From an optimization exercise on the open Yosys and OpenROAD flow, aimed at small area and few clock cycles per item; shortcuts taken in it are not production practice. Function was not checked in any run shown here: the RTL went through the layout flow alone. Power and IR drop assume default switching activity.

## flow/design.v

```verilog
module padder1(in, byte_num, out);
    input      [63:0] in;
    input      [2:0]  byte_num;
    output     [63:0] out;
    genvar j;
    generate
      for (j = 0; j < 8; j = j + 1) begin : B
        assign out[8*j+7:8*j] = (j < byte_num) ? in[8*j+7:8*j] :
                                (j == byte_num) ? 8'h01 : 8'h00;
      end
    endgenerate
endmodule
module padder(clk, reset, in, in_ready, is_last, byte_num, buffer_full, out, out_ready, out_ready_next, f_ack);
    input              clk, reset;
    input      [63:0]  in;
    input              in_ready, is_last;
    input      [2:0]   byte_num;
    output             buffer_full;
    output     [575:0] out;          
    output             out_ready;    
    output             out_ready_next;  
    input              f_ack;        
    reg        [63:0]  lane [0:8];
    reg        [8:0]   wp;           
    reg        [8:0]   vmask;        
    reg                full;
    wire       [63:0]  w, wpad, wd;
    wire               accept;
    assign buffer_full = full & ~f_ack;
    assign out_ready   = full;
    assign accept      = in_ready & ~buffer_full;
    assign out_ready_next = ~reset & ((full & ~f_ack) | (accept & is_last));
    genvar j;
    generate
      for (j = 0; j < 8; j = j + 1) begin : SW
        assign w[8*j+7:8*j] = in[63-8*j:56-8*j];
      end
    endgenerate
    padder1 p0 (w, byte_num, wpad);
    assign wd = is_last ? wpad : w;
    always @ (posedge clk)
      if (reset) begin
        wp    <= 9'b1;
        full  <= 1'b0;
        vmask <= 9'b0;
      end else begin
        if (f_ack)
          full <= 1'b0;
        if (accept) begin
          if (is_last) begin
            wp    <= 9'b1;
            full  <= 1'b1;
            vmask <= {wp[8], |wp[8:7], |wp[8:6], |wp[8:5], |wp[8:4],
                      |wp[8:3], |wp[8:2], |wp[8:1], 1'b1};
          end else
            wp <= {wp[7:0], 1'b0};
        end
      end
    generate
      for (j = 0; j < 9; j = j + 1) begin : L
        always @ (posedge clk)
          if (accept & wp[j])
            lane[j] <= wd;
        if (j == 8)
          assign out[64*j+63:64*j] = (lane[j] & {64{vmask[j]}}) | 64'h8000000000000000;
        else
          assign out[64*j+63:64*j] = lane[j] & {64{vmask[j]}};
      end
    endgenerate
endmodule
module rconst2in1(i, rc);
    input      [4:0]  i;
    output reg [63:0] rc;
    always @ (*)
      case (i)
        5'd0:  rc = 64'h0000000000000001;
        5'd1:  rc = 64'h0000000000008082;
        5'd2:  rc = 64'h800000000000808A;
        5'd3:  rc = 64'h8000000080008000;
        5'd4:  rc = 64'h000000000000808B;
        5'd5:  rc = 64'h0000000080000001;
        5'd6:  rc = 64'h8000000080008081;
        5'd7:  rc = 64'h8000000000008009;
        5'd8:  rc = 64'h000000000000008A;
        5'd9:  rc = 64'h0000000000000088;
        5'd10: rc = 64'h0000000080008009;
        5'd11: rc = 64'h000000008000000A;
        5'd12: rc = 64'h000000008000808B;
        5'd13: rc = 64'h800000000000008B;
        5'd14: rc = 64'h8000000000008089;
        5'd15: rc = 64'h8000000000008003;
        5'd16: rc = 64'h8000000000008002;
        5'd17: rc = 64'h8000000000000080;
        5'd18: rc = 64'h000000000000800A;
        5'd19: rc = 64'h800000008000000A;
        5'd20: rc = 64'h8000000080008081;
        5'd21: rc = 64'h8000000000008080;
        5'd22: rc = 64'h0000000080000001;
        5'd23: rc = 64'h8000000080008008;
        default: rc = 64'h0;
      endcase
endmodule
module round2in1(in, rc, out);
    input  [1599:0] in;
    input  [63:0]   rc;
    output [1599:0] out;
    wire [63:0] a [0:24];
    wire [63:0] c [0:4];
    wire [63:0] d [0:4];
    wire [63:0] b [0:24];
    wire [63:0] e [0:24];
    genvar x, y;
    generate
      for (x = 0; x < 25; x = x + 1) begin : A
        assign a[x] = in[64*x+63:64*x];
      end
      for (x = 0; x < 5; x = x + 1) begin : C
        assign c[x] = a[x] ^ a[x+5] ^ a[x+10] ^ a[x+15] ^ a[x+20];
      end
      for (x = 0; x < 5; x = x + 1) begin : D
        assign d[x] = c[(x+4)%5] ^ {c[(x+1)%5][62:0], c[(x+1)%5][63]};
      end
      for (x = 0; x < 5; x = x + 1) begin : RP
        for (y = 0; y < 5; y = y + 1) begin : RPY
          localparam integer N = (x == 0 && y == 0) ? 0 :
                                 (x == 1 && y == 0) ? 1 :
                                 (x == 2 && y == 0) ? 62 :
                                 (x == 3 && y == 0) ? 28 :
                                 (x == 4 && y == 0) ? 27 :
                                 (x == 0 && y == 1) ? 36 :
                                 (x == 1 && y == 1) ? 44 :
                                 (x == 2 && y == 1) ? 6 :
                                 (x == 3 && y == 1) ? 55 :
                                 (x == 4 && y == 1) ? 20 :
                                 (x == 0 && y == 2) ? 3 :
                                 (x == 1 && y == 2) ? 10 :
                                 (x == 2 && y == 2) ? 43 :
                                 (x == 3 && y == 2) ? 25 :
                                 (x == 4 && y == 2) ? 39 :
                                 (x == 0 && y == 3) ? 41 :
                                 (x == 1 && y == 3) ? 45 :
                                 (x == 2 && y == 3) ? 15 :
                                 (x == 3 && y == 3) ? 21 :
                                 (x == 4 && y == 3) ? 8 :
                                 (x == 0 && y == 4) ? 18 :
                                 (x == 1 && y == 4) ? 2 :
                                 (x == 2 && y == 4) ? 61 :
                                 (x == 3 && y == 4) ? 56 : 14;
          wire [63:0] t = a[x+5*y] ^ d[x];
          if (N == 0)
            assign b[y + 5*((2*x+3*y)%5)] = t;
          else
            assign b[y + 5*((2*x+3*y)%5)] = {t[63-N:0], t[63:64-N]};
        end
      end
      for (x = 0; x < 5; x = x + 1) begin : CHI
        for (y = 0; y < 5; y = y + 1) begin : CHIY
          assign e[x+5*y] = b[x+5*y] ^ (~b[(x+1)%5+5*y] & b[(x+2)%5+5*y]);
        end
      end
      for (x = 0; x < 25; x = x + 1) begin : O
        if (x == 0)
          assign out[63:0] = e[0] ^ rc;
        else
          assign out[64*x+63:64*x] = e[x];
      end
    endgenerate
endmodule
module f_permutation(clk, reset, in, in_ready, in_ready_next, ack, out, out_ready);
    parameter NR = 2;
    localparam NC = 24 / NR;
    input              clk, reset;
    input      [575:0] in;
    input              in_ready;
    input              in_ready_next;
    output reg         ack;           
    output     [1599:0] out;
    output reg         out_ready;
    reg        [1599:0] s;
    reg                 act;          
    reg         [4:0]   cnt;          
    wire                last = (cnt == NC - 1);
    wire                act_next = ack | (act & ~last);
    wire       [1599:0] r [0:NR];
    assign out = s;
    always @ (posedge clk)
      if (reset) begin
        act       <= 1'b0;
        ack       <= 1'b0;
        out_ready <= 1'b0;
      end else begin
        act       <= act_next;
        ack       <= in_ready_next & ~act_next;
        out_ready <= act & last;
      end
    always @ (posedge clk)
      if (reset | (in_ready_next & ~act_next))
        cnt <= 5'd0;
      else
        cnt <= cnt + 5'd1;
    assign r[0] = ack ? {1024'b0, in} : s;
    genvar k;
    generate
      for (k = 0; k < NR; k = k + 1) begin : R
        wire [63:0] rc;
        wire [4:0]  ri = cnt * NR + k;
        rconst2in1 rc_ (ri, rc);
        round2in1 round_ (r[k], rc, r[k+1]);
      end
    endgenerate
    always @ (posedge clk)
      s <= r[NR];
endmodule
module keccak(clk, reset, in, in_ready, is_last, byte_num, buffer_full, out, out_ready);
    input              clk, reset;
    input      [63:0]  in;
    input              in_ready, is_last;
    input      [2:0]   byte_num;
    output             buffer_full;
    output     [511:0] out;
    output             out_ready;
    wire       [575:0] block;
    wire               block_ready, block_ready_next;
    wire               f_ack;
    wire      [1599:0] f_out;
    padder
      padder_ (clk, reset, in, in_ready, is_last, byte_num, buffer_full, block, block_ready, block_ready_next, f_ack);
    f_permutation
      f_permutation_ (clk, reset, block, block_ready, block_ready_next, f_ack, f_out, out_ready);
    genvar j;
    generate
      for (j = 0; j < 64; j = j + 1) begin : O
        assign out[511-8*j:504-8*j] = f_out[64*(j/8)+8*(j%8)+7:64*(j/8)+8*(j%8)];
      end
    endgenerate
endmodule
```

## flow/run.sh

```bash
#!/bin/bash
# synth_recipe.tcl (not shown) runs the flow's synth.tcl, then flattens the netlist and writes it again
# the make line also repeats each setting of config.mk as NAME=value (left out here)
make -C /OpenROAD-flow-scripts/flow DESIGN_CONFIG=/design/flow/config.mk WORK_HOME=/design/flow/orfs CLKGATE_MAP_FILE= SYNTH_SCRIPT=/design/flow/synth_recipe.tcl finish
```

## flow/config.mk

```make
export PLATFORM = sky130hd
export DESIGN_NAME = keccak
export DESIGN_NICKNAME = keccak
export VERILOG_FILES = /design/flow/design.v
export SDC_FILE = /design/flow/constraint.sdc
export NUM_CORES = 8
export LEC_CHECK = 0
export CAP_MARGIN = 35
export CORE_MARGIN = 2
export CORE_UTILIZATION = 40
export SLEW_MARGIN = 35
```

## flow/constraint.sdc

```tcl
create_clock -name core_clock -period 5.0 [get_ports {clk}]
set_input_delay 1.0000 -clock core_clock [delete_from_list [all_inputs] [get_ports {clk}]]
set_output_delay 1.0000 -clock core_clock [all_outputs]
set_load 0.01 [all_outputs]
```

==> results of run 1 <==
## cells by family after synthesis
kind of cell / share of synthesized area
AOI/OAI and AO/OA: 0.122
buffers and inverters: 0.0609
xor gates and xnor gates: 0.430
adders and majority gates: 0.000438
muxes: 0.0106
DFF: 0.219
and+or+nand+nor: 0.158
## timing repair
action / in CTS
hold buffers: 0
gates resized for setup: 1007
endpoints found under the setup margin: 1600
pin swaps: 135
buffers inserted: 124
gates cloned: 5
## metrics by stage
| step | std cells | hold slack (ps) | util | power, W |
|---|---|---|---|---|
| CTS | 45119 | 480 | 0.638 | 5.74 |
| detailed placement | 44464 | 475 | 0.606 | 5.26 |
| global placement | 44456 | 469 | 0.605 | 5.20 |
| floorplan | 26501 | 444 | - | 1.95 |
## worst max-delay path by stage
stage	from	end	slack [ps]	depth (start not counted)
detailed placement	f_permutation_.ack	f_permutation_.s[1376]	-2080	21
floorplan	f_permutation_.ack	padder_.lane[7][0]	170	17
global placement	f_permutation_.ack	f_permutation_.s[1491]	-2790	25
CTS	f_permutation_.ack	f_permutation_.s[1581]	-890	24
## per-layer routing
layer / global-route usage / GRT overflow
met4: 0.880 / 5677
met2: 1.10 / 25797
met5: 0.729 / 190
met1: 0.888 / 2385
met3: 0.841 / 1933
## cells in the mapped netlist (85+ instances only)
| library cell | number |
|---|---|
| o21ai_1 | 131 |
| a32oi_1 | 91 |
| edfxtp_1 | 575 |
| xnor2_2 | 309 |
| nor2_1 | 2276 |
| mux2i_1 | 147 |
| o22ai_1 | 287 |
| clkbuf_1 | 720 |
| and2_1 | 123 |
| buf_1 | 149 |
| nand2b_1 | 380 |
| buf_2 | 603 |
| o21ai_0 | 1312 |
| nor3_1 | 418 |
| and3_1 | 130 |
| nor3b_1 | 93 |
| nor4_1 | 125 |
| xor2_2 | 162 |
| nor2b_1 | 546 |
| dfxtp_1 | 1634 |
| buf_4 | 641 |
| o211ai_1 | 288 |
| a21oi_1 | 555 |
| mux2_2 | 85 |
| a31oi_1 | 189 |
| xor2_1 | 2200 |
| nor4b_1 | 110 |
| xnor3_1 | 649 |
| a22oi_1 | 259 |
| nand4_1 | 160 |
| o32ai_1 | 96 |
| xnor2_1 | 6112 |
| inv_1 | 571 |
| nand3_1 | 650 |
| nand2_1 | 1922 |
| a21boi_0 | 168 |
## power groups by stage
stage / logic, W / registers (W) / clock network (W)
4_1_cts: 5.62 / 0.0911 / 0.0229
3_5_place_dp: 5.17 / 0.0885 / 0
3_3_place_gp: 5.11 / 0.0885 / 0
2_1_floorplan: 1.85 / 0.0943 / 0
==> impl_metrics.py, run 1 <==
metrics = {
    "floorplan": {
        "chipWidth_um": 760,
        "ios": 585,
        "dieHeight_um": 760,
        "start_util": 0.402,
        "num_rows": 277,
    },
    "run_status": {
        "status": "did not finish",
        "stop_stage": "5_1_grt",
        "error": "[ERROR GRT-0116] Global routing finished with congestion. Check the congestion regions in the DRC Viewer.",
    },
    "synthesis": {
        "synth_top_area_frac": 0.234,
        "async_flop_share": 0,
        "synth_area_um2": 229000,
        "ys_seq_area_frac": 0.219,
        "ys.flop_type": "dfxtp_1",
        "syn_nets": 26580,
        "syn_area_per_cell_um2": 8.63,
        "synthTopCellsByArea": "xnor2_1 (23%), dfxtp_1 (14%), xor2_1 (8.4%)",
        "synth_edf_count": 575,
        "yosys.area.top_type": "xnor2_1",
        "yosys_warnings": 5,
        "ys_ff_latch": 2209,
        "syn_inst": 26501,
        "yosysUniqueCellTypes": 108,
    },
    "grt": {
        "grt_pass1_wl_um": 3700000,
        "grt_pass1_vias": 334126,
        "grt_max_degree": 63,
        "overflow": 35982,
        "globalRouteTotalUtil": 0.933,
    },
    "clock_network": {
        "cts_root_buf": "clkbuf_16",
        "cts_sinks": 2209,
        "cts_max_level": 5,
        "clk_path_buf_depth": 4,
        "cts_buffers": 290,
    },
    "placed_design": {
        "routabilityCongestion": 1.75,
        "pre_cts_ws_ps": -2080,
        "hpwl_um": 2100000,
        "dpl_cell_area_um2": 345000,
        "portBuffers": 584,
    },
}
==> run 2: changes to the inputs <==
==> flow/flow/run.sh (new file) <==
#!/bin/bash
# Layout flow: the standard ORFS flow, except that ABC maps the logic for
# area (map -a) instead of the speed script. Registers are mapped before ABC
# runs, so they are the standard synthesis's, with the same names and cells.
set -euo pipefail
W=$PWD
rm -rf scripts_mod
mkdir -p scripts_mod
cp -r "$FLOW_HOME"/scripts/. scripts_mod/
cp flow/abc_area.script scripts_mod/abc_area.script
make -C "$FLOW_HOME" DESIGN_CONFIG="$W/config.mk" WORK_HOME="$W/orfs" CLKGATE_MAP_FILE= \
  SYNTH_SCRIPT="$W/synth_recipe.tcl" SCRIPTS_DIR="$W/scripts_mod" ABC_AREA=1 synth > synth.log 2>&1
bash standard.sh > standard.log 2>&1
==> flow/flow/abc_area.script (new file) <==
strash
dch
map -a
topo
==> flow/standard.sh (new file) <==
#!/bin/bash
# synth_recipe.tcl (not shown) runs the flow's synth.tcl, then flattens the netlist and writes it again
# the make line also repeats each setting of config.mk as NAME=value (left out here)
make -C /OpenROAD-flow-scripts/flow DESIGN_CONFIG=/design/flow/config.mk WORK_HOME=/design/flow/orfs CLKGATE_MAP_FILE= SYNTH_SCRIPT=/design/flow/synth_recipe.tcl "${@:-finish}"
removed: flow/run.sh
==> impl_metrics.py, run 2 <==
metrics = {
    "run_status": {
        "status": "did not finish",
        "stop_stage": "5_1_grt",
        "error": "[ERROR GRT-0116] Global routing finished with congestion. Check the congestion regions in the DRC Viewer.",
    },
    "floorplan": {
        "dieHeight_um": 661,
        "ios": 585,
        "num_rows": 241,
        "chipWidth_um": 661,
        "start_util": 0.401,
    },
    "synthesis": {
        "synth_commonest_cells": "xor2_1 (5546), nand2_1 (3912), xnor2_1 (3310)",
        "syn_nets": 21555,
        "yosys.area.top_type": "xor2_1",
        "async_flop_share": 0,
        "synth-simple-area-share": 0.144,
        "syn_area_per_cell_um2": 8.04,
        "synth_top_area_frac": 0.281,
        "yosys_warnings": 5,
        "ys.flop_type": "dfxtp_1",
        "syn_inst": 21476,
        "synthTopCellsByArea": "xor2_1 (28%), dfxtp_1 (19%), xnor2_1 (17%)",
        "synth_edf_count": 575,
        "ys_ff_latch": 2209,
        "synthMostInstantiatedCell": "xor2_1",
        "muxShareOfSynthArea": 0,
        "ys_seq_area_frac": 0.289,
        "synthAdderAreaFrac": 0.000579,
        "synth-xor-area-share": 0.449,
        "synth_top_family_by_area": "XOR/XNOR gates",
        "synth_area_um2": 173000,
        "synth_compound_area_frac": 0.0365,
        "yosysUniqueCellTypes": 26,
    },
    "grt": {
        "grt_pass1_wl_um": 2540000,
        "globalRouteTotalUtil": 0.832,
        "grt_pass1_vias": 249123,
        "grt_max_degree": 46,
        "overflow": 13616,
    },
    "clock_network": {
        "postCtsHoldBufs": 0,
        "clk_path_buf_depth": 4,
        "cts_sinks": 2209,
        "cts_max_level": 5,
        "cts_root_buf": "clkbuf_16",
        "cts_buffers": 270,
    },
    "placed_design": {
        "hpwl_um": 1380000,
        "routabilityCongestion": 1.75,
        "dp_cells": 38437,
        "portBuffers": 584,
        "dpl_cell_area_um2": 280000,
    },
}
[run 2: cell types whose count changed after synthesis, moves of 417 or more]
cell      delta
nand2_1   +1990
xnor3_1    -649
xor2_1    +3346
nor3_1     -417
nor2b_1    -546
clkbuf_1   -720
xnor2_1   -2802
clkinv_1  +2665
inv_1      -571
o21ai_0   -1250
buf_2      -603
[run 2: repair_timing]
| item | in CTS |
|---|---|
| setup buffers | 70 |
| pin swaps | 94 |
| cloned | 4 |
| gates resized for setup | 698 |
| setup endpoints to repair | 1600 |
[run 2: power groups by stage]
stage / registers, W / logic [W] / clock network [W]
floorplan: 0.0829 / 1.38 / 0
global placement: 0.0821 / 4.42 / 0
detailed placement: 0.0815 / 4.48 / 0
CTS: 0.0820 / 4.73 / 0.0214
[run 2: how the worst min path moves through the flow]
stage | end | cells after the start | slack (ps)
2_1_floorplan | padder_.vmask[0] | 2 | 420
3_3_place_gp | padder_.wp[0] | 2 | 460
3_5_place_dp | f_permutation_.out_ready | 2 | 460
4_1_cts | f_permutation_.out_ready | 2 | 470
[run 2: kinds of logic after synthesis]
kind of cell | Yosys count
XOR/XNOR | 8856
AO/OA/AOI/OAI | 837
flip-flops | 2209
AND/OR/NAND/NOR | 6387
adder cells (fa/ha/maj) | 8
buffers and inverters | 3179
[run 2: layer usage]
metal,GRT overflow,global-route usage
met2,9823,0.981
met5,22,0.552
met4,3064,0.762
met1,408,0.814
met3,299,0.745
[run 2: metrics by stage]
stage,power (W),hold WS (ps),utilization,setup WS [ps]
after CTS,4.84,474,0.685,-1140
after floorplan,1.46,419,-,-30250
after global placement,4.50,459,0.650,-3720
after detailed placement,4.56,461,0.650,-2180
==> run 3: changes to the inputs <==
--- a/flow/design.v
+++ b/flow/design.v
@@ -102,5 +102,4 @@
 endmodule
-module round2in1(in, rc, out);
+module keccak_theta(in, out);
     input  [1599:0] in;
-    input  [63:0]   rc;
     output [1599:0] out;
@@ -109,4 +108,2 @@
     wire [63:0] d [0:4];
-    wire [63:0] b [0:24];
-    wire [63:0] e [0:24];
     genvar x, y;
@@ -148,8 +145,21 @@
                                  (x == 3 && y == 4) ? 56 : 14;
+          localparam integer T = y + 5*((2*x+3*y)%5);
           wire [63:0] t = a[x+5*y] ^ d[x];
           if (N == 0)
-            assign b[y + 5*((2*x+3*y)%5)] = t;
+            assign out[64*T+63:64*T] = t;
           else
-            assign b[y + 5*((2*x+3*y)%5)] = {t[63-N:0], t[63:64-N]};
+            assign out[64*T+63:64*T] = {t[63-N:0], t[63:64-N]};
         end
+      end
+    endgenerate
+endmodule
+module keccak_chi(in, rc, out);
+    input  [1599:0] in;
+    input  [63:0]   rc;
+    output [1599:0] out;
+    wire [63:0] b [0:24];
+    genvar x, y;
+    generate
+      for (x = 0; x < 25; x = x + 1) begin : B
+        assign b[x] = in[64*x+63:64*x];
       end
@@ -157,11 +167,9 @@
         for (y = 0; y < 5; y = y + 1) begin : CHIY
-          assign e[x+5*y] = b[x+5*y] ^ (~b[(x+1)%5+5*y] & b[(x+2)%5+5*y]);
+          if (x == 0 && y == 0)
+            assign out[63:0] = b[0] ^ (~b[1] & b[2]) ^ rc;
+          else
+            assign out[64*(x+5*y)+63:64*(x+5*y)] =
+              b[x+5*y] ^ (~b[(x+1)%5+5*y] & b[(x+2)%5+5*y]);
         end
       end
-      for (x = 0; x < 25; x = x + 1) begin : O
-        if (x == 0)
-          assign out[63:0] = e[0] ^ rc;
-        else
-          assign out[64*x+63:64*x] = e[x];
-      end
     endgenerate
@@ -169,4 +177,2 @@
 module f_permutation(clk, reset, in, in_ready, in_ready_next, ack, out, out_ready);
-    parameter NR = 2;
-    localparam NC = 24 / NR;
     input              clk, reset;
@@ -177,37 +183,45 @@
     output     [1599:0] out;
-    output reg         out_ready;
-    reg        [1599:0] s;
-    reg                 act;          
-    reg         [4:0]   cnt;          
-    wire                last = (cnt == NC - 1);
-    wire                act_next = ack | (act & ~last);
-    wire       [1599:0] r [0:NR];
-    assign out = s;
+    output             out_ready;
+    reg        [1599:0] ra, rb;       
+    reg                 va, vb;       
+    reg         [2:0]   pa, pb;       
+    wire                b_busy  = vb & (pb != 3'd7);   
+    wire                va_in   = ack | b_busy;
+    wire        [2:0]   pa_in   = ack ? 3'd0 : pb + 3'd1;
+    wire                b_busy_next = va & (pa != 3'd7);
+    assign out       = rb;
+    assign out_ready = vb & (pb == 3'd7);
     always @ (posedge clk)
       if (reset) begin
-        act       <= 1'b0;
-        ack       <= 1'b0;
-        out_ready <= 1'b0;
+        va  <= 1'b0;
+        vb  <= 1'b0;
+        ack <= 1'b0;
       end else begin
-        act       <= act_next;
-        ack       <= in_ready_next & ~act_next;
-        out_ready <= act & last;
-      end
-    always @ (posedge clk)
-      if (reset | (in_ready_next & ~act_next))
-        cnt <= 5'd0;
-      else
-        cnt <= cnt + 5'd1;
-    assign r[0] = ack ? {1024'b0, in} : s;
-    genvar k;
-    generate
-      for (k = 0; k < NR; k = k + 1) begin : R
-        wire [63:0] rc;
-        wire [4:0]  ri = cnt * NR + k;
-        rconst2in1 rc_ (ri, rc);
-        round2in1 round_ (r[k], rc, r[k+1]);
-      end
-    endgenerate
-    always @ (posedge clk)
-      s <= r[NR];
+        va  <= va_in;
+        vb  <= va;
+        ack <= in_ready_next & ~b_busy_next;
+      end
+    always @ (posedge clk) begin
+      pa <= pa_in;
+      pb <= pa;
+    end
+    wire [4:0]    ia  = {pa_in, 1'b0} + pa_in;    
+    wire [4:0]    ib1 = {pa, 1'b0} + pa + 5'd1;
+    wire [4:0]    ib2 = {pa, 1'b0} + pa + 5'd2;
+    wire [63:0]   rca, rcb1, rcb2;
+    rconst2in1 rca_  (ia,  rca);
+    rconst2in1 rcb1_ (ib1, rcb1);
+    rconst2in1 rcb2_ (ib2, rcb2);
+    wire [1599:0] a0 = ack ? {1024'b0, in} : rb;
+    wire [1599:0] a1, a2, a3, b1, b2, b3;
+    keccak_theta ta1 (a0, a1);
+    keccak_chi   ca2 (a1, rca, a2);
+    keccak_theta ta3 (a2, a3);
+    keccak_chi   cb1 (ra, rcb1, b1);
+    keccak_theta tb2 (b1, b2);
+    keccak_chi   cb3 (b2, rcb2, b3);
+    always @ (posedge clk) begin
+      ra <= a3;
+      rb <= b3;
+    end
 endmodule
==> impl_metrics.py, run 3 <==
metrics = {
    "run_status": {
        "status": "did not finish",
        "stop_stage": "5_1_grt",
        "error": "[ERROR GRT-0116] Global routing finished with congestion. Check the congestion regions in the DRC Viewer.",
    },
    "synthesis": {
        "synth_edf_count": 575,
        "synthMostInstantiatedCell": "xor2_1",
        "syn_inst": 30996,
        "yosys.area.top_type": "xor2_1",
        "synth_commonest_cells": "xor2_1 (9324), nand2_1 (5270), xnor2_1 (4215)",
        "syn_nets": 31093,
        "synthTopCellsByArea": "xor2_1 (32%), dfxtp_1 (25%), xnor2_1 (14%)",
        "ys_ff_latch": 3803,
        "ys_seq_area_frac": 0.316,
        "synth_top_area_frac": 0.316,
        "syn_area_per_cell_um2": 8.35,
        "yosys_warnings": 6,
        "ys.flop_type": "dfxtp_1",
        "async_flop_share": 0,
        "yosysUniqueCellTypes": 30,
        "synth_area_um2": 259000,
    },
    "clock_network": {
        "clk_path_buf_depth": 4,
        "cts_buffers": 437,
        "cts_root_buf": "clkbuf_16",
        "postCtsHoldBufs": 0,
        "cts_max_level": 5,
        "cts_sinks": 3803,
    },
    "grt": {
        "overflow": 32417,
        "grt_max_degree": 66,
        "grt_pass1_vias": 343701,
        "grt_pass1_wl_um": 4020000,
        "globalRouteTotalUtil": 0.893,
    },
    "floorplan": {
        "ios": 585,
        "start_util": 0.401,
        "chipWidth_um": 808,
        "dieHeight_um": 808,
        "num_rows": 295,
    },
    "placed_design": {
        "hpwl_um": 2250000,
        "pre_cts_ws_ps": -1690,
        "portBuffers": 584,
        "routabilityCongestion": 1.90,
    },
}
run 3: cell types whose count changed after synthesis, moves of 17 or more:
| cell | change |
|---|---|
| a22o_2 | +38 |
| nor2_1 | +382 |
| nand3_1 | +17 |
| xnor2_1 | +905 |
| nand2_1 | +1358 |
| o21ai_0 | +23 |
| or2_2 | +230 |
| dfxtp_1 | +1594 |
| a21oi_1 | +24 |
| xor2_1 | +3778 |
| clkinv_1 | +1173 |
| a22oi_1 | -33 |
run 3: per-layer routing:
metal / overflow / global-route usage
met1: 1642 / 0.859
met2: 23319 / 1.06
met3: 1331 / 0.802
met4: 5963 / 0.824
met5: 162 / 0.671
run 3: cells by family after synthesis:
group | Yosys count | share of synthesized area
xor gates and xnor gates | 13539 | 0.458
and+or+nand+nor | 8379 | 0.128
buffers and inverters | 4350 | 0.0705
DFF | 3803 | 0.316
AOI/OAI and AO/OA | 898 | 0.0261
adders and majority gates | 26 | 0.00131
muxes | 1 | 0.0000387
run 3: what timing repair did:
action,in CTS
cloned,1
setup endpoints to repair,1605
gates resized for setup,554
pin swaps,96
setup buffers,56
run 3: stage by stage:
| stage | std cells | hold WS (ps) | cell area, um2 | setup TNS [ps] |
|---|---|---|---|---|
| floorplan | 30996 | 398 | 260000 | - |
| global placement | 50004 | 385 | 366000 | -1234830 |
| detailed placement | 50010 | 407 | 367000 | -1179210 |
| CTS | 50891 | 407 | 387000 | -566410 |
run 3: worst max path at each step:
stage / from / to / slack, ps / depth (start not counted)
floorplan: f_permutation_.ack / f_permutation_.ra[1090] / -29860 / 19
global placement: f_permutation_.ack / f_permutation_.ra[810] / -2050 / 24
detailed placement: f_permutation_.ack / f_permutation_.ra[810] / -1690 / 24
CTS: f_permutation_.ack / f_permutation_.ra[1279] / -530 / 25
run 3: power by group through the flow:
stage | Clock, W | Combinational [W] | Sequential [W]
4_1_cts | 0.0355 | 3.78 | 0.134
3_5_place_dp | 0 | 3.65 | 0.133
3_3_place_gp | 0 | 3.62 | 0.134
2_1_floorplan | 0 | 1.23 | 0.108
==> run 4: changes to the inputs <==
==> flow/run.sh (new file) <==
#!/bin/bash
# synth_recipe.tcl (not shown) runs the flow's synth.tcl, then flattens the netlist and writes it again
# the make line also repeats each setting of config.mk as NAME=value (left out here)
make -C /OpenROAD-flow-scripts/flow DESIGN_CONFIG=/design/flow/config.mk WORK_HOME=/design/flow/orfs CLKGATE_MAP_FILE= SYNTH_SCRIPT=/design/flow/synth_recipe.tcl finish
removed: flow/flow/run.sh
removed: flow/flow/abc_area.script
removed: flow/standard.sh
==> impl_metrics.py, run 4 <==
metrics = {
    "synthesis": {
        "syn_inst": 33369,
        "ys_ff_latch": 3803,
        "synthMostInstantiatedCell": "xnor2_1",
        "synth_commonest_cells": "xnor2_1 (9370), xor2_1 (3383), dfxtp_1 (3228)",
        "synth_top_area_frac": 0.266,
        "yosys_warnings": 6,
        "ys.flop_type": "dfxtp_1",
        "async_flop_share": 0,
        "yosys.area.top_type": "xnor2_1",
        "synth_area_um2": 309000,
        "yosysUniqueCellTypes": 123,
        "synthTopCellsByArea": "xnor2_1 (27%), dfxtp_1 (21%), xor2_1 (9.6%)",
        "synth_edf_count": 575,
        "syn_nets": 33466,
        "syn_area_per_cell_um2": 9.26,
        "ys_seq_area_frac": 0.265,
    },
    "grt": {
        "overflow": 56695,
        "grt_pass1_vias": 404067,
        "grt_max_degree": 51,
        "grt_pass1_wl_um": 5020000,
        "globalRouteTotalUtil": 0.954,
    },
    "floorplan": {
        "num_rows": 322,
        "start_util": 0.402,
        "dieHeight_um": 883,
        "chipWidth_um": 883,
        "ios": 585,
    },
    "placed_design": {
        "hpwl_um": 2880000,
        "portBuffers": 584,
        "routabilityCongestion": 1.95,
        "pre_cts_ws_ps": -1430,
    },
    "clock_network": {
        "cts_buffers": 447,
        "cts_max_level": 5,
        "cts_sinks": 3803,
        "clk_path_buf_depth": 4,
        "cts_root_buf": "clkbuf_16",
    },
    "run_status": {
        "error": "[ERROR GRT-0116] Global routing finished with congestion. Check the congestion regions in the DRC Viewer.",
        "status": "did not finish",
        "stop_stage": "5_1_grt",
    },
}
## run 4: per-layer routing
metal	overflow	GRT usage
met3	4675	0.852
met5	404	0.744
met1	6245	0.905
met4	7936	0.901
met2	37435	1.14
## run 4: metrics by stage
stage / setup TNS [ps] / cells / area [um2] / utilization
after floorplan: 0 / 33369 / 309000 / -
after detailed placement: -683330 / 51825 / 411000 / 0.534
after global placement: -686510 / 51819 / 410000 / 0.532
after CTS: -74600 / 52917 / 435000 / 0.565
## run 4: cell families after synthesis
group,synth area share
xor gates and xnor gates,0.458
AOI/OAI and AO/OA,0.0839
muxes,0.00820
adders and majority gates,0.00110
and+or+nand+nor,0.141
buffers and inverters,0.0433
DFF,0.265
## run 4: timing repair
item                       4_1_cts
hold buffers                     0
gates cloned                    12
gates resized for setup        822
pin swaps                      232
buffers inserted               241
setup endpoints to repair     1617
## run 4: worst max path at each step
stage,end,cells after the start,slack (ps),start
2_1_floorplan,f_permutation_.ra[1553],30,30,f_permutation_.ack
3_3_place_gp,f_permutation_.ra[939],18,-1390,f_permutation_.ack
3_5_place_dp,f_permutation_.ra[1085],18,-1430,f_permutation_.ack
4_1_cts,f_permutation_.ra[704],18,-180,f_permutation_.ack
## run 4: power by group through the flow
| stage | logic, W | clock network (W) | registers, W |
|---|---|---|---|
| after floorplan | 1.71 | 0 | 0.125 |
| after CTS | 4.62 | 0.0357 | 0.150 |
| after global placement | 4.30 | 0 | 0.148 |
| after detailed placement | 4.32 | 0 | 0.147 |
==> run 5: changes to the inputs <==
--- a/flow/design.v
+++ b/flow/design.v
@@ -12,3 +12,3 @@
 endmodule
-module padder(clk, reset, in, in_ready, is_last, byte_num, buffer_full, out, out_ready, out_ready_next, f_ack);
+module padder(clk, reset, in, in_ready, is_last, byte_num, buffer_full, out, out_ready, f_ack);
     input              clk, reset;
@@ -20,3 +20,2 @@
     output             out_ready;    
-    output             out_ready_next;  
     input              f_ack;        
@@ -31,3 +30,2 @@
     assign accept      = in_ready & ~buffer_full;
-    assign out_ready_next = ~reset & ((full & ~f_ack) | (accept & is_last));
     genvar j;
@@ -176,3 +174,3 @@
 endmodule
-module f_permutation(clk, reset, in, in_ready, in_ready_next, ack, out, out_ready);
+module f_permutation(clk, reset, in, in_ready, ack, out, out_ready);
     input              clk, reset;
@@ -180,6 +178,5 @@
     input              in_ready;
-    input              in_ready_next;
-    output reg         ack;           
-    output     [1599:0] out;
-    output             out_ready;
+    output             ack;           
+    output reg [511:0] out;           
+    output reg         out_ready;
     reg        [1599:0] ra, rb;       
@@ -187,23 +184,19 @@
     reg         [2:0]   pa, pb;       
-    wire                b_busy  = vb & (pb != 3'd7);   
-    wire                va_in   = ack | b_busy;
-    wire        [2:0]   pa_in   = ack ? 3'd0 : pb + 3'd1;
-    wire                b_busy_next = va & (pa != 3'd7);
-    assign out       = rb;
-    assign out_ready = vb & (pb == 3'd7);
+    wire                fin = va & (pa == 3'd7);   
+    assign ack = in_ready & (~va | fin);
     always @ (posedge clk)
       if (reset) begin
-        va  <= 1'b0;
-        vb  <= 1'b0;
-        ack <= 1'b0;
+        va        <= 1'b0;
+        vb        <= 1'b0;
+        out_ready <= 1'b0;
       end else begin
-        va  <= va_in;
-        vb  <= va;
-        ack <= in_ready_next & ~b_busy_next;
+        va        <= vb;
+        vb        <= ack | (va & ~fin);
+        out_ready <= fin;
       end
     always @ (posedge clk) begin
-      pa <= pa_in;
-      pb <= pa;
+      pa <= pb;
+      pb <= ack ? 3'd0 : pa + 3'd1;
     end
-    wire [4:0]    ia  = {pa_in, 1'b0} + pa_in;    
+    wire [4:0]    ia  = {pb, 1'b0} + pb;          
     wire [4:0]    ib1 = {pa, 1'b0} + pa + 5'd1;
@@ -214,5 +207,4 @@
     rconst2in1 rcb2_ (ib2, rcb2);
-    wire [1599:0] a0 = ack ? {1024'b0, in} : rb;
     wire [1599:0] a1, a2, a3, b1, b2, b3;
-    keccak_theta ta1 (a0, a1);
+    keccak_theta ta1 (rb, a1);
     keccak_chi   ca2 (a1, rca, a2);
@@ -223,4 +215,5 @@
     always @ (posedge clk) begin
-      ra <= a3;
-      rb <= b3;
+      ra  <= a3;
+      rb  <= ack ? {1024'b0, in} : b3;
+      out <= b3[511:0];
     end
@@ -236,9 +229,9 @@
     wire       [575:0] block;
-    wire               block_ready, block_ready_next;
+    wire               block_ready;
     wire               f_ack;
-    wire      [1599:0] f_out;
+    wire       [511:0] f_out;
     padder
-      padder_ (clk, reset, in, in_ready, is_last, byte_num, buffer_full, block, block_ready, block_ready_next, f_ack);
+      padder_ (clk, reset, in, in_ready, is_last, byte_num, buffer_full, block, block_ready, f_ack);
     f_permutation
-      f_permutation_ (clk, reset, block, block_ready, block_ready_next, f_ack, f_out, out_ready);
+      f_permutation_ (clk, reset, block, block_ready, f_ack, f_out, out_ready);
     genvar j;
==> flow/flow/run.sh (new file) <==
#!/bin/bash
# Layout flow: the standard ORFS flow, except that ABC maps the logic for
# area (map -a) instead of the speed script. Registers are mapped before ABC
# runs, so they are the standard synthesis's, with the same names and cells.
set -euo pipefail
W=$PWD
rm -rf scripts_mod
mkdir -p scripts_mod
cp -r "$FLOW_HOME"/scripts/. scripts_mod/
cp flow/abc_area.script scripts_mod/abc_area.script
make -C "$FLOW_HOME" DESIGN_CONFIG="$W/config.mk" WORK_HOME="$W/orfs" CLKGATE_MAP_FILE= \
  SYNTH_SCRIPT="$W/synth_recipe.tcl" SCRIPTS_DIR="$W/scripts_mod" ABC_AREA=1 synth > synth.log 2>&1
bash standard.sh > standard.log 2>&1
==> flow/flow/abc_area.script (new file) <==
strash
dch
map -a
topo
==> flow/standard.sh (new file) <==
#!/bin/bash
# synth_recipe.tcl (not shown) runs the flow's synth.tcl, then flattens the netlist and writes it again
# the make line also repeats each setting of config.mk as NAME=value (left out here)
make -C /OpenROAD-flow-scripts/flow DESIGN_CONFIG=/design/flow/config.mk WORK_HOME=/design/flow/orfs CLKGATE_MAP_FILE= SYNTH_SCRIPT=/design/flow/synth_recipe.tcl "${@:-finish}"
--- a/flow/config.mk
+++ b/flow/config.mk
@@ -9,3 +9,3 @@
 export CORE_MARGIN = 2
-export CORE_UTILIZATION = 40
+export CORE_UTILIZATION = 25
 export SLEW_MARGIN = 35
removed: flow/run.sh
==> impl_metrics.py, run 5 <==
metrics = {
    "synthesis": {
        "syn_nets": 31104,
        "yosys.area.top_type": "dfxtp_1",
        "synth_edf_count": 575,
        "synthMostInstantiatedCell": "xor2_1",
        "ys.flop_type": "dfxtp_1",
        "ys_ff_latch": 4315,
        "async_flop_share": 0,
        "syn_area_per_cell_um2": 8.45,
        "synth_top_area_frac": 0.286,
        "ys_seq_area_frac": 0.352,
        "synthTopCellsByArea": "dfxtp_1 (29%), xor2_1 (28%), xnor2_1 (15%)",
        "syn_inst": 31007,
        "yosys_warnings": 6,
        "yosysUniqueCellTypes": 26,
        "synth_commonest_cells": "xor2_1 (8253), nand2_1 (4657), xnor2_1 (4608)",
        "synth_area_um2": 262000,
    },
    "placed_design": {
        "routabilityCongestion": 1.40,
        "pre_cts_ws_ps": -1070,
        "portBuffers": 584,
        "dpl_cell_area_um2": 419000,
        "hpwl_um": 3390000,
    },
    "floorplan": {
        "num_rows": 376,
        "chipWidth_um": 1030,
        "ios": 585,
        "start_util": 0.250,
        "dieHeight_um": 1030,
    },
    "clock_network": {
        "cts_max_level": 6,
        "cts_root_buf": "clkbuf_16",
        "cts_sinks": 4315,
        "cts_buffers": 608,
        "clk_path_buf_depth": 5,
    },
    "grt": {
        "grt_max_degree": 110,
        "globalRouteTotalUtil": 0.761,
        "grt_pass1_vias": 361443,
        "grt_pass1_wl_um": 5320000,
        "overflow": 4677,
    },
    "run_status": {
        "stop_stage": "5_1_grt",
        "error": "[ERROR GRT-0116] Global routing finished with congestion. Check the congestion regions in the DRC Viewer.",
        "status": "did not finish",
    },
}
[run 5: cell families after synthesis]
logic type,Yosys count,synth area share
DFF,4315,0.352
AOI/OAI and AO/OA,2189,0.0421
xor gates and xnor gates,12861,0.430
and+or+nand+nor,8293,0.127
buffers and inverters,3323,0.0476
adders and majority gates,26,0.00130
[run 5: timing repair]
item / in CTS
gates resized for setup: 52
endpoints found under the setup margin: 266
pin swaps: 1
buffers inserted: 1
hold buffers: 0
[run 5: power groups by stage]
stage / sequential (W) / clock (W) / combinational (W)
3_3_place_gp: 0.145 / 0 / 6.00
4_1_cts: 0.144 / 0.0476 / 6.02
3_5_place_dp: 0.145 / 0 / 6.01
2_1_floorplan: 0.123 / 0 / 1.33
[run 5: worst min path at each step]
stage | from | end | slack, ps | cells after the start
CTS | f_permutation_.vb | f_permutation_.va | 400 | 2
detailed placement | f_permutation_.vb | f_permutation_.va | 390 | 2
global placement | f_permutation_.vb | f_permutation_.va | 390 | 2
floorplan | f_permutation_.vb | f_permutation_.va | 380 | 2
[run 5: layer usage]
layer | track usage | overflow
met5 | 0.318 | 0
met1 | 0.796 | 1
met4 | 0.689 | 1943
met3 | 0.646 | 0
met2 | 0.884 | 2733
[run 5: stage by stage]
stage               instances  TNS [ps]
floorplan               31007         -
global placement        58006   -144770
detailed placement      58024    -39180
CTS                     59134      -142
==> run 6: changes to the inputs <==
--- a/flow/config.mk
+++ b/flow/config.mk
@@ -9,3 +9,3 @@
 export CORE_MARGIN = 2
-export CORE_UTILIZATION = 25
+export CORE_UTILIZATION = 32
 export SLEW_MARGIN = 35
==> impl_metrics.py, run 6 <==
metrics = {
    "run_status": {
        "stop_stage": "5_1_grt",
        "error": "[ERROR GRT-0116] Global routing finished with congestion. Check the congestion regions in the DRC Viewer.",
        "status": "did not finish",
    },
    "placed_design": {
        "routabilityCongestion": 1.89,
        "portBuffers": 584,
        "dp_cells": 47832,
        "hpwl_um": 2230000,
    },
    "clock_network": {
        "clk_path_buf_depth": 4,
        "postCtsHoldBufs": 0,
        "cts_max_level": 6,
        "cts_sinks": 4315,
        "cts_root_buf": "clkbuf_16",
        "cts_buffers": 538,
    },
    "grt": {
        "overflow": 21130,
        "grt_pass1_vias": 353544,
        "grt_pass1_wl_um": 4420000,
        "grt_max_degree": 147,
        "globalRouteTotalUtil": 0.783,
    },
    "synthesis": {
        "synth_top_area_frac": 0.286,
        "yosys_warnings": 6,
        "ys_seq_area_frac": 0.352,
        "yosys.area.top_type": "dfxtp_1",
        "syn_inst": 31007,
        "synthMostInstantiatedCell": "xor2_1",
        "ys.flop_type": "dfxtp_1",
        "syn_nets": 31104,
        "yosysUniqueCellTypes": 26,
        "synth_edf_count": 575,
        "synthTopCellsByArea": "dfxtp_1 (29%), xor2_1 (28%), xnor2_1 (15%)",
        "syn_area_per_cell_um2": 8.45,
        "synth_area_um2": 262000,
        "synth_commonest_cells": "xor2_1 (8253), nand2_1 (4657), xnor2_1 (4608)",
        "async_flop_share": 0,
        "ys_ff_latch": 4315,
    },
    "floorplan": {
        "ios": 585,
        "dieHeight_um": 909,
        "num_rows": 332,
        "start_util": 0.321,
        "chipWidth_um": 909,
    },
}
-- run 6: cell counts after synthesis --
No cell type changed its count.
-- run 6: stage by stage --
step	hold slack, ps	setup WS [ps]	area, um2	setup TNS (ps)	util
after floorplan	383	-26710	262000	-	-
after global placement	391	-1770	326000	-185440	0.400
after detailed placement	412	-1290	328000	-147600	0.402
after CTS	421	-61.2	348000	-61.2	0.427
-- run 6: kinds of logic after synthesis --
kind of cell               share of synthesized area
AOI/OAI and AO/OA                             0.0421
xor gates and xnor gates                       0.430
adders and majority gates                    0.00130
buffers and inverters                         0.0476
DFF                                            0.352
and+or+nand+nor                                0.127
-- run 6: worst max path at each step --
| stage | slack, ps | startpoint | endpoint | cells past startpoint |
|---|---|---|---|---|
| floorplan | -26710 | f_permutation_.pa[1] | f_permutation_.rb[1019] | 7 |
| global placement | -1770 | f_permutation_.pa[1] | f_permutation_.rb[1351] | 28 |
| detailed placement | -1290 | f_permutation_.rb[759] | f_permutation_.ra[160] | 18 |
| CTS | -60 | f_permutation_.rb[1147] | f_permutation_.ra[493] | 17 |
-- run 6: what timing repair did --
| item | 4_1_cts |
|---|---|
| setup endpoints to repair | 597 |
| endpoints found under the hold margin | 0 |
| setup buffers | 4 |
| gates resized for setup | 158 |
| pin swaps | 2 |
-- run 6: power by group through the flow --
stage / combinational [W] / clock (W) / sequential (W)
detailed placement: 3.71 / 0 / 0.137
floorplan: 1.33 / 0 / 0.123
global placement: 3.69 / 0 / 0.137
CTS: 3.73 / 0.0426 / 0.136
-- run 6: layer usage --
layer | GRT overflow | GRT usage
met1 | 1144 | 0.790
met2 | 14147 | 0.901
met3 | 961 | 0.704
met4 | 4800 | 0.700
met5 | 78 | 0.518
==> run 7: changes to the inputs <==
--- a/flow/design.v
+++ b/flow/design.v
@@ -70,30 +70,30 @@
     input      [4:0]  i;
-    output reg [63:0] rc;
+    output reg [6:0]  rc;
     always @ (*)
       case (i)
-        5'd0:  rc = 64'h0000000000000001;
-        5'd1:  rc = 64'h0000000000008082;
-        5'd2:  rc = 64'h800000000000808A;
-        5'd3:  rc = 64'h8000000080008000;
-        5'd4:  rc = 64'h000000000000808B;
-        5'd5:  rc = 64'h0000000080000001;
-        5'd6:  rc = 64'h8000000080008081;
-        5'd7:  rc = 64'h8000000000008009;
-        5'd8:  rc = 64'h000000000000008A;
-        5'd9:  rc = 64'h0000000000000088;
-        5'd10: rc = 64'h0000000080008009;
-        5'd11: rc = 64'h000000008000000A;
-        5'd12: rc = 64'h000000008000808B;
-        5'd13: rc = 64'h800000000000008B;
-        5'd14: rc = 64'h8000000000008089;
-        5'd15: rc = 64'h8000000000008003;
-        5'd16: rc = 64'h8000000000008002;
-        5'd17: rc = 64'h8000000000000080;
-        5'd18: rc = 64'h000000000000800A;
-        5'd19: rc = 64'h800000008000000A;
-        5'd20: rc = 64'h8000000080008081;
-        5'd21: rc = 64'h8000000000008080;
-        5'd22: rc = 64'h0000000080000001;
-        5'd23: rc = 64'h8000000080008008;
-        default: rc = 64'h0;
+        5'd0:  rc = 7'b0000001;
+        5'd1:  rc = 7'b0011010;
+        5'd2:  rc = 7'b1011110;
+        5'd3:  rc = 7'b1110000;
+        5'd4:  rc = 7'b0011111;
+        5'd5:  rc = 7'b0100001;
+        5'd6:  rc = 7'b1111001;
+        5'd7:  rc = 7'b1010101;
+        5'd8:  rc = 7'b0001110;
+        5'd9:  rc = 7'b0001100;
+        5'd10: rc = 7'b0110101;
+        5'd11: rc = 7'b0100110;
+        5'd12: rc = 7'b0111111;
+        5'd13: rc = 7'b1001111;
+        5'd14: rc = 7'b1011101;
+        5'd15: rc = 7'b1010011;
+        5'd16: rc = 7'b1010010;
+        5'd17: rc = 7'b1001000;
+        5'd18: rc = 7'b0010110;
+        5'd19: rc = 7'b1100110;
+        5'd20: rc = 7'b1111001;
+        5'd21: rc = 7'b1011000;
+        5'd22: rc = 7'b0100001;
+        5'd23: rc = 7'b1110100;
+        default: rc = 7'b0000000;
       endcase
@@ -155,4 +155,6 @@
     input  [1599:0] in;
-    input  [63:0]   rc;
+    input  [6:0]    rc;
     output [1599:0] out;
+    wire [63:0] rc64 = {rc[6], 31'b0, rc[5], 15'b0, rc[4], 7'b0, rc[3],
+                        3'b0, rc[2], 1'b0, rc[1], rc[0]};
     wire [63:0] b [0:24];
@@ -166,3 +168,3 @@
           if (x == 0 && y == 0)
-            assign out[63:0] = b[0] ^ (~b[1] & b[2]) ^ rc;
+            assign out[63:0] = b[0] ^ (~b[1] & b[2]) ^ rc64;
           else
@@ -196,13 +198,20 @@
       end
+    wire        [2:0]   pb_next = ack ? 3'd0 : pa + 3'd1;
     always @ (posedge clk) begin
       pa <= pb;
-      pb <= ack ? 3'd0 : pa + 3'd1;
+      pb <= pb_next;
     end
-    wire [4:0]    ia  = {pb, 1'b0} + pb;          
-    wire [4:0]    ib1 = {pa, 1'b0} + pa + 5'd1;
-    wire [4:0]    ib2 = {pa, 1'b0} + pa + 5'd2;
-    wire [63:0]   rca, rcb1, rcb2;
-    rconst2in1 rca_  (ia,  rca);
-    rconst2in1 rcb1_ (ib1, rcb1);
-    rconst2in1 rcb2_ (ib2, rcb2);
+    wire [4:0]    ia  = {pb_next, 1'b0} + pb_next;
+    wire [4:0]    ib1 = {pb, 1'b0} + pb + 5'd1;
+    wire [4:0]    ib2 = {pb, 1'b0} + pb + 5'd2;
+    wire [6:0]    rca_next, rcb1_next, rcb2_next;
+    reg  [6:0]    rca, rcb1, rcb2;
+    rconst2in1 rca_  (ia,  rca_next);
+    rconst2in1 rcb1_ (ib1, rcb1_next);
+    rconst2in1 rcb2_ (ib2, rcb2_next);
+    always @ (posedge clk) begin
+      rca  <= rca_next;
+      rcb1 <= rcb1_next;
+      rcb2 <= rcb2_next;
+    end
     wire [1599:0] a1, a2, a3, b1, b2, b3;
--- a/flow/config.mk
+++ b/flow/config.mk
@@ -7,5 +7,6 @@
 export LEC_CHECK = 0
-export CAP_MARGIN = 35
+export CAP_MARGIN = 10
 export CORE_MARGIN = 2
-export CORE_UTILIZATION = 32
-export SLEW_MARGIN = 35
+export CORE_UTILIZATION = 30
+export PLACE_DENSITY = 0.42
+export SLEW_MARGIN = 10
==> impl_metrics.py, run 7 <==
metrics = {
    "run_status": {
        "status": "did not finish",
        "stop_stage": "5_1_grt",
        "error": "[ERROR GRT-0116] Global routing finished with congestion. Check the congestion regions in the DRC Viewer.",
    },
    "synthesis": {
        "yosysUniqueCellTypes": 25,
        "synthMostInstantiatedCell": "xor2_1",
        "yosys_warnings": 6,
        "synth_area_um2": 261000,
        "yosys.area.top_type": "dfxtp_1",
        "ys_seq_area_frac": 0.354,
        "synth_commonest_cells": "xor2_1 (8356), nand2_1 (4669), xnor2_1 (4531)",
        "synth_edf_count": 575,
        "ys.flop_type": "dfxtp_1",
        "synth_top_area_frac": 0.288,
        "syn_inst": 30735,
        "syn_nets": 30831,
        "syn_area_per_cell_um2": 8.50,
        "ys_ff_latch": 4336,
        "async_flop_share": 0,
        "synthTopCellsByArea": "dfxtp_1 (29%), xor2_1 (28%), xnor2_1 (15%)",
    },
    "clock_network": {
        "cts_max_level": 6,
        "cts_root_buf": "clkbuf_16",
        "cts_buffers": 578,
        "clk_path_buf_depth": 4,
        "postCtsHoldBufs": 0,
        "cts_sinks": 4336,
    },
    "grt": {
        "overflow": 13475,
        "grt_pass1_wl_um": 4890000,
        "globalRouteTotalUtil": 0.811,
        "grt_max_degree": 117,
        "grt_pass1_vias": 361952,
    },
    "floorplan": {
        "ios": 585,
        "start_util": 0.301,
        "num_rows": 342,
        "dieHeight_um": 937,
        "chipWidth_um": 937,
    },
    "placed_design": {
        "routabilityCongestion": 1.52,
        "portBuffers": 584,
        "dp_cells": 52221,
        "dpl_cell_area_um2": 381000,
        "hpwl_um": 2930000,
    },
}
==> run 7: cell types whose count changed after synthesis, sizes merged, moves of 4 or more <==
cell / delta
nor2: +15
or2: -9
xnor2: -77
xor2: +103
o21ai: -29
nand3: +14
nand2: +12
a21oi: -27
nor3: +4
clkinv: -299
dfxtp: +21
==> run 7: cell families after synthesis <==
logic type | synth area share
xor gates and xnor gates | 0.432
and+or+nand+nor | 0.128
DFF | 0.354
buffers and inverters | 0.0434
adders and majority gates | 0.00125
AOI/OAI and AO/OA | 0.0412
==> run 7: through the flow <==
step / setup slack [ps] / hold slack [ps]
after detailed placement: -1100 / 403
after floorplan: -27010 / 383
after CTS: 2.27 / 416
after global placement: -1420 / 402
==> run 7: routing by layer <==
metal	overflow	GRT usage
met1	35	0.839
met2	8960	0.930
met3	31	0.709
met4	4444	0.729
met5	5	0.436
==> run 7: worst max-delay path by stage <==
stage | depth (start not counted) | endpoint | slack [ps]
after detailed placement | 18 | f_permutation_.ra[1442] | -1100
after CTS | 20 | f_permutation_.ra[1452] | 2
after global placement | 18 | f_permutation_.ra[1212] | -1420
after floorplan | 7 | f_permutation_.rb[672] | -27010
==> run 7: power by group through the flow <==
stage	combinational [W]	clock [W]	sequential [W]
CTS	5.35	0.0454	0.144
detailed placement	5.32	0	0.145
global placement	5.30	0	0.145
floorplan	1.29	0	0.122
==> run 7: what timing repair did <==
item / 4_1_cts
pin swaps: 10
buffers inserted: 8
resized for setup: 175
endpoints found under the setup margin: 580
==> run 8: changes to the inputs <==
--- a/flow/config.mk
+++ b/flow/config.mk
@@ -9,4 +9,6 @@
 export CORE_MARGIN = 2
-export CORE_UTILIZATION = 30
-export PLACE_DENSITY = 0.42
+export CORE_UTILIZATION = 35
+export CTS_BUF_LIST = sky130_fd_sc_hd__clkbuf_8
+export CTS_CLUSTER_SIZE = 20
+export PLACE_DENSITY = 0.45
 export SLEW_MARGIN = 10
==> impl_metrics.py, run 8 <==
metrics = {
    "run_status": {
        "status": "did not finish",
        "stop_stage": "5_1_grt",
        "error": "[ERROR GRT-0116] Global routing finished with congestion. Check the congestion regions in the DRC Viewer.",
    },
    "synthesis": {
        "synth_top_family_by_area": "XOR/XNOR gates",
        "synth-xor-area-share": 0.432,
        "synth-simple-area-share": 0.128,
        "ys_seq_area_frac": 0.354,
        "ys_ff_latch": 4336,
        "yosys.area.top_type": "dfxtp_1",
        "synth_edf_count": 575,
        "synthTopCellsByArea": "dfxtp_1 (29%), xor2_1 (28%), xnor2_1 (15%)",
        "yosys_warnings": 6,
        "synth_area_um2": 261000,
        "muxShareOfSynthArea": 0,
        "syn_area_per_cell_um2": 8.50,
        "ys.flop_type": "dfxtp_1",
        "synth_compound_area_frac": 0.0412,
        "synth_top_area_frac": 0.288,
        "yosysUniqueCellTypes": 25,
        "syn_nets": 30831,
        "synth_commonest_cells": "xor2_1 (8356), nand2_1 (4669), xnor2_1 (4531)",
        "synthMostInstantiatedCell": "xor2_1",
        "syn_inst": 30735,
        "async_flop_share": 0,
        "synthAdderAreaFrac": 0.00125,
    },
    "floorplan": {
        "num_rows": 317,
        "dieHeight_um": 868,
        "start_util": 0.351,
        "ios": 585,
        "chipWidth_um": 868,
    },
    "placed_design": {
        "portBuffers": 584,
        "hpwl_um": 2720000,
        "pre_cts_ws_ps": -1020,
        "dpl_cell_area_um2": 365000,
        "routabilityCongestion": 1.63,
    },
    "grt": {
        "grt_pass1_vias": 362458,
        "grt_pass1_wl_um": 4590000,
        "overflow": 24147,
        "grt_max_degree": 138,
        "globalRouteTotalUtil": 0.877,
    },
    "clock_network": {
        "clk_path_buf_depth": 4,
        "cts_root_buf": "clkbuf_8",
        "postCtsHoldBufs": 0,
        "cts_sinks": 4336,
        "cts_max_level": 6,
        "cts_buffers": 824,
    },
}
## run 8: per-stage QoR
stage | hold slack, ps | setup TNS, ps | std cells
3_3_place_gp | 397 | -237900 | 49699
4_1_cts | 137 | -56.1 | 51248
3_5_place_dp | 402 | -106130 | 49707
2_1_floorplan | 383 | - | 30735
## run 8: worst max path at each step
stage                         endpoint  slack, ps
2_1_floorplan   f_permutation_.rb[672]     -27010
3_3_place_gp    f_permutation_.ra[532]      -1270
3_5_place_dp    f_permutation_.ra[698]      -1020
4_1_cts        f_permutation_.ra[1453]        -40
## run 8: routing by layer
| layer | GRT usage | GRT overflow |
|---|---|---|
| met5 | 0.596 | 37 |
| met4 | 0.800 | 6017 |
| met3 | 0.774 | 239 |
| met2 | 1.03 | 17481 |
| met1 | 0.874 | 373 |
## run 8: kinds of logic after synthesis
kind of cell             after synthesis
flip-flops                          4336
XOR/XNOR                           12887
adder cells (fa/ha/maj)               25
AND/OR/NAND/NOR                     8328
AO/OA/AOI/OAI                       2135
buffers and inverters               3024
## run 8: power groups by stage
stage	Combinational (W)	Sequential [W]	Clock [W]
2_1_floorplan	1.29	0.122	0
3_5_place_dp	4.84	0.144	0
4_1_cts	4.88	0.143	0.0404
3_3_place_gp	4.82	0.144	0
## run 8: repair_timing
action	CTS
pin swaps	3
setup buffers	7
resized for setup	219
endpoints found under the setup margin	556
==> run 9: changes to the inputs <==
--- a/flow/config.mk
+++ b/flow/config.mk
@@ -9,6 +9,4 @@
 export CORE_MARGIN = 2
-export CORE_UTILIZATION = 35
-export CTS_BUF_LIST = sky130_fd_sc_hd__clkbuf_8
-export CTS_CLUSTER_SIZE = 20
-export PLACE_DENSITY = 0.45
+export CORE_UTILIZATION = 24
+export PLACE_DENSITY = 0.5
 export SLEW_MARGIN = 10
==> impl_metrics.py, run 9 <==
metrics = {
    "synthesis": {
        "synthMostInstantiatedCell": "xor2_1",
        "yosys_warnings": 6,
        "synth_commonest_cells": "xor2_1 (8356), nand2_1 (4669), xnor2_1 (4531)",
        "yosys.area.top_type": "dfxtp_1",
        "async_flop_share": 0,
        "yosysUniqueCellTypes": 25,
        "synth_top_area_frac": 0.288,
        "syn_nets": 30831,
        "ys_ff_latch": 4336,
        "syn_area_per_cell_um2": 8.50,
        "syn_inst": 30735,
        "synthTopCellsByArea": "dfxtp_1 (29%), xor2_1 (28%), xnor2_1 (15%)",
        "ys.flop_type": "dfxtp_1",
        "synth_edf_count": 575,
        "ys_seq_area_frac": 0.354,
        "synth_area_um2": 261000,
    },
    "clock_network": {
        "cts_max_level": 6,
        "clk_path_buf_depth": 5,
        "cts_root_buf": "clkbuf_16",
        "cts_sinks": 4336,
        "cts_buffers": 604,
    },
    "grt": {
        "globalRouteTotalUtil": 0.680,
        "grt_pass1_wl_um": 4760000,
        "grt_pass1_vias": 322548,
        "overflow": 943,
        "grt_max_degree": 118,
    },
    "run_status": {
        "stop_stage": "5_1_grt",
        "status": "did not finish",
        "error": "[ERROR GRT-0116] Global routing finished with congestion. Check the congestion regions in the DRC Viewer.",
    },
    "floorplan": {
        "num_rows": 383,
        "ios": 585,
        "chipWidth_um": 1050,
        "dieHeight_um": 1050,
        "start_util": 0.241,
    },
    "placed_design": {
        "routabilityCongestion": 1.40,
        "dp_cells": 57435,
        "dpl_cell_area_um2": 409000,
        "hpwl_um": 3290000,
        "portBuffers": 584,
    },
}
-- run 9: cell counts after synthesis --
Identical to the previous run, type by type.
-- run 9: stage by stage --
| stage | hold slack (ps) | setup WS, ps |
|---|---|---|
| floorplan | 383 | -27010 |
| global placement | 392 | -1480 |
| detailed placement | 390 | -767 |
| CTS | 404 | 0.609 |
-- run 9: layer usage --
metal	overflow	GRT usage
met4	380	0.623
met3	3	0.529
met5	0	0.244
met1	0	0.718
met2	560	0.820
-- run 9: worst max-delay path by stage --
stage	end	from
after floorplan	f_permutation_.rb[672]	f_permutation_.pa[0]
after CTS	f_permutation_.ra[1528]	f_permutation_.rb[894]
after detailed placement	f_permutation_.ra[453]	f_permutation_.rb[55]
after global placement	f_permutation_.rb[963]	f_permutation_.ra[1144]
-- run 9: logic make-up after synthesis --
group,share of synthesized area
xor+xnor,0.432
flops,0.354
buf+inv,0.0434
compound gates,0.0412
fa+ha+maj,0.00125
simple gates,0.128
-- run 9: what timing repair did --
item,CTS
setup endpoints to repair,603
resized for setup,197
hold buffers,0
pin swaps,5
hold endpoints to repair,0
buffers inserted,5
-- run 9: power groups by stage --
stage	logic, W	clock network [W]	registers [W]
floorplan	1.29	0	0.122
global placement	5.62	0	0.147
CTS	5.67	0.0481	0.146
detailed placement	5.63	0	0.146
==> run 10: changes to the inputs <==
--- a/flow/config.mk
+++ b/flow/config.mk
@@ -9,4 +9,4 @@
 export CORE_MARGIN = 2
-export CORE_UTILIZATION = 24
-export PLACE_DENSITY = 0.5
+export CORE_UTILIZATION = 28
+export PLACE_DENSITY = 0.55
 export SLEW_MARGIN = 10
==> impl_metrics.py, run 10 <==
metrics = {
    "synthesis": {
        "synthMostInstantiatedCell": "xor2_1",
        "yosys_warnings": 6,
        "syn_inst": 30735,
        "yosys.area.top_type": "dfxtp_1",
        "yosysUniqueCellTypes": 25,
        "syn_area_per_cell_um2": 8.50,
        "synth_commonest_cells": "xor2_1 (8356), nand2_1 (4669), xnor2_1 (4531)",
        "syn_nets": 30831,
        "async_flop_share": 0,
        "ys_seq_area_frac": 0.354,
        "ys_ff_latch": 4336,
        "synth_edf_count": 575,
        "ys.flop_type": "dfxtp_1",
        "synth_top_area_frac": 0.288,
        "synthTopCellsByArea": "dfxtp_1 (29%), xor2_1 (28%), xnor2_1 (15%)",
        "synth_area_um2": 261000,
    },
    "grt": {
        "grt_pass1_vias": 361816,
        "grt_max_degree": 125,
        "globalRouteTotalUtil": 0.796,
        "overflow": 9028,
        "grt_pass1_wl_um": 5070000,
    },
    "floorplan": {
        "ios": 585,
        "num_rows": 354,
        "chipWidth_um": 970,
        "dieHeight_um": 970,
        "start_util": 0.281,
    },
    "placed_design": {
        "routabilityCongestion": 1.47,
        "hpwl_um": 3130000,
        "portBuffers": 584,
        "dp_cells": 54607,
        "pre_cts_ws_ps": -829,
    },
    "clock_network": {
        "clk_path_buf_depth": 5,
        "cts_root_buf": "clkbuf_16",
        "cts_buffers": 599,
        "cts_max_level": 6,
        "cts_sinks": 4336,
    },
    "run_status": {
        "stop_stage": "5_1_grt",
        "error": "[ERROR GRT-0116] Global routing finished with congestion. Check the congestion regions in the DRC Viewer.",
        "status": "did not finish",
    },
}
[run 10: logic make-up after synthesis]
kind of cell | count (synthesis) | share of synthesized area
flip-flops | 4336 | 0.354
XOR/XNOR | 12887 | 0.432
adder cells (fa/ha/maj) | 25 | 0.00125
AND/OR/NAND/NOR | 8328 | 0.128
buffers and inverters | 3024 | 0.0434
AO/OA/AOI/OAI | 2135 | 0.0412
[run 10: through the flow]
step	total power (W)	hold slack [ps]	area [um2]	TNS [ps]
after floorplan	1.42	383	261000	-
after global placement	5.60	390	398000	-264630
after detailed placement	5.61	400	399000	-122930
after CTS	5.69	405	421000	0
[run 10: routing by layer]
layer	track usage	overflow
met5	0.401	1
met3	0.689	11
met1	0.821	3
met2	0.917	5589
met4	0.731	3424
[run 10: worst max path at each step]
stage                                start                       to  slack [ps]  depth (start not counted)
floorplan             f_permutation_.pa[0]   f_permutation_.rb[672]      -27010                          7
global placement    f_permutation_.rb[984]   f_permutation_.ra[962]       -1220                         23
detailed placement  f_permutation_.rb[719]  f_permutation_.ra[1508]        -830                         19
CTS                 f_permutation_.rb[340]   f_permutation_.ra[516]           4                         20
[run 10: power by group through the flow]
stage	combinational (W)	clock (W)	sequential, W
3_3_place_gp	5.45	0	0.148
2_1_floorplan	1.29	0	0.122
4_1_cts	5.50	0.0469	0.146
3_5_place_dp	5.47	0	0.147
[run 10: what timing repair did]
item,CTS
setup buffers,7
hold buffers,0
endpoints found under the setup margin,704
resized for setup,177
pin swaps,11
